From an optimization exercise on the open Yosys and OpenROAD flow, aimed at small area, a short achievable clock period and few clock cycles; shortcuts taken in it are not production practice.
Where RTL was checked, it was by simulation tests only, not by an equivalence proof against the original.
Power is estimated from default activity; no workload was simulated.

==> module mest_pro_decode, before the edit <==
module mest_pro_decode(
    input  clk,
    input  i_reset_n,
    input  i_issue,
    input  [27:0] i_instr,
    output reg o_valid,
    output reg o_s0,
    output reg o_cin,
    output reg [7:0] o_a,
    output reg [7:1] o_bm,
    output reg [8:0] o_y
);
wire [3:0] op = i_instr[27:24];
wire [7:0] a  = i_instr[15:8];
wire [7:0] b  = i_instr[7:0];
wire       mul = (op == 4'd2);
wire       shl = (op == 4'd6);
reg [7:0] x;
reg [8:0] y;
always @(*)
begin
    x = 8'd0;
    y = 9'd0;
    case (op)
    4'd0: begin x = a; y = {1'b0, b}; end
    4'd1: begin x = a; y = ~{1'b0, b}; end
    4'd2: x = a;
    4'd3: x = a & b;
    4'd4: x = a | b;
    4'd5: x = {1'b0, a[7:1]};
    4'd6: x = a;
    4'd7: begin x = ~a; y = {1'b1, 8'd0}; end
    default: ;
    endcase
end
always @(posedge clk or negedge i_reset_n)
begin
    if (~i_reset_n)
        o_valid <= 1'b0;
    else
        o_valid <= i_issue;
end
always @(posedge clk)
begin
    o_s0  <= mul ? b[0] : ~shl;
    o_bm  <= mul ? b[7:1] : {6'd0, shl};
    o_cin <= (op == 4'd1);
    o_a   <= x;
    o_y   <= y;
end
endmodule
clock: 5.0 ns
lec_check: 0
abc_area: 1
cap_margin: 20
core_margin: 2
core_utilization: 55
cts_buf_list: sky130_fd_sc_hd__clkbuf_8
setup_slack_margin: 2.95
slew_margin: 20
standard.sh (not shown) runs the stock make flow with config.mk's settings and CLKGATE_MAP_FILE= SYNTH_SCRIPT=/design/flow/synth_recipe.tcl, a recipe that flattens the netlist after the stock synthesis.
==> flow/flow/run.sh <==
#!/bin/bash
# Layout: the standard synthesis, then the standard ORFS steps with plain
# buffers (not delay cells) on the ports and free resizing.
set -euo pipefail
bash standard.sh synth > synth.log 2>&1
bash standard.sh BUFFER_PORTS_ARGS="-buffer_cell sky130_fd_sc_hd__buf_1" MATCH_CELL_FOOTPRINT=0 CTS_ARGS="-sink_clustering_enable -repair_clock_nets -buf_list sky130_fd_sc_hd__clkbuf_8 -dont_use_dummy_load" finish > layout.log 2>&1
Testbench counts at the start, summed over its fixed seeds: cycles 7,274.
Next try:
--- a/flow/design.v
+++ b/flow/design.v
@@ -89,30 +89,22 @@
 );
 wire [3:0] op = i_instr[27:24];
 wire [7:0] a  = i_instr[15:8];
 wire [7:0] b  = i_instr[7:0];
 wire       mul = (op == 4'd2);
 wire       shl = (op == 4'd6);
-reg [7:0] x;
-reg [8:0] y;
-always @(*)
-begin
-    x = 8'd0;
-    y = 9'd0;
-    case (op)
-    4'd0: begin x = a; y = {1'b0, b}; end
-    4'd1: begin x = a; y = ~{1'b0, b}; end
-    4'd2: x = a;
-    4'd3: x = a & b;
-    4'd4: x = a | b;
-    4'd5: x = {1'b0, a[7:1]};
-    4'd6: x = a;
-    4'd7: begin x = ~a; y = {1'b1, 8'd0}; end
-    default: ;
-    endcase
-end
+wire       op_pass = (op == 4'd0) | (op == 4'd1) | (op == 4'd2) | (op == 4'd6);
+wire       op_and  = (op == 4'd3);
+wire       op_or   = (op == 4'd4);
+wire       op_shr  = (op == 4'd5);
+wire       op_not  = (op == 4'd7);
+wire       op_add  = (op == 4'd0);
+wire       op_sub  = (op == 4'd1);
+wire [7:0] x = ({8{op_pass}} & a) | ({8{op_and}} & (a & b)) | ({8{op_or}} & (a | b)) |
+               ({8{op_shr}} & {1'b0, a[7:1]}) | ({8{op_not}} & ~a);
+wire [8:0] y = {op_sub | op_not, ({8{op_add}} & b) | ({8{op_sub}} & ~b)};
 always @(posedge clk or negedge i_reset_n)
 begin
     if (~i_reset_n)
         o_valid <= 1'b0;
     else
         o_valid <= i_issue;
The changed run completed without violations.
Non-clock buffer count is unchanged.
Synthesized cell count increases by 3.9%.
Die area rises by 1.0%.
First-iteration DRC count increases by 50%.
Total power went up by 3.0%.
Hold slack is about the same.
Final cell count increases by 3.1%.
Global-route usage grows by 0.53 points.
Wire length grows by 5.6%.
Sequential share of layout area went down by 0.62 points.
Flip-flop and latch count stays the same.
Design area grows by 1.5%.
No functional check of the RTL was part of the second run of this note.

==> afterwards: timing with drivers on the ports <==
The results above use ideal ports. As a check the final layouts listed here were re-extracted and re-timed, cells and wires unchanged.
Step 1: set_driving_cell puts a clkbuf_16 on clk and a buf_2 on each other input, an assumption about the parent block.
Step 2 also shifts input and output timing later by t, the mid clock arrival at the registers, as if the neighbouring blocks saw the same clock.
Slacks: ideal / step 1 / step 2; pairs: ideal / step 1.
run | t, ns | slack for setup (ns) | latest minus earliest clock arrival (ns) | cell pins on the clock port's net
the first run | 0.363 | 3.019 / 3.019 / 2.723 | 0.027 / 0.027 | 1
the second run | 0.365 | 3.018 / 3.021 / 2.662 | 0.028 / 0.028 | 1
After both steps every run listed still meets setup and hold. The setup slack of the second run, which loses most, moves by +0.003 ns with the drivers and by -0.356 ns with both steps.
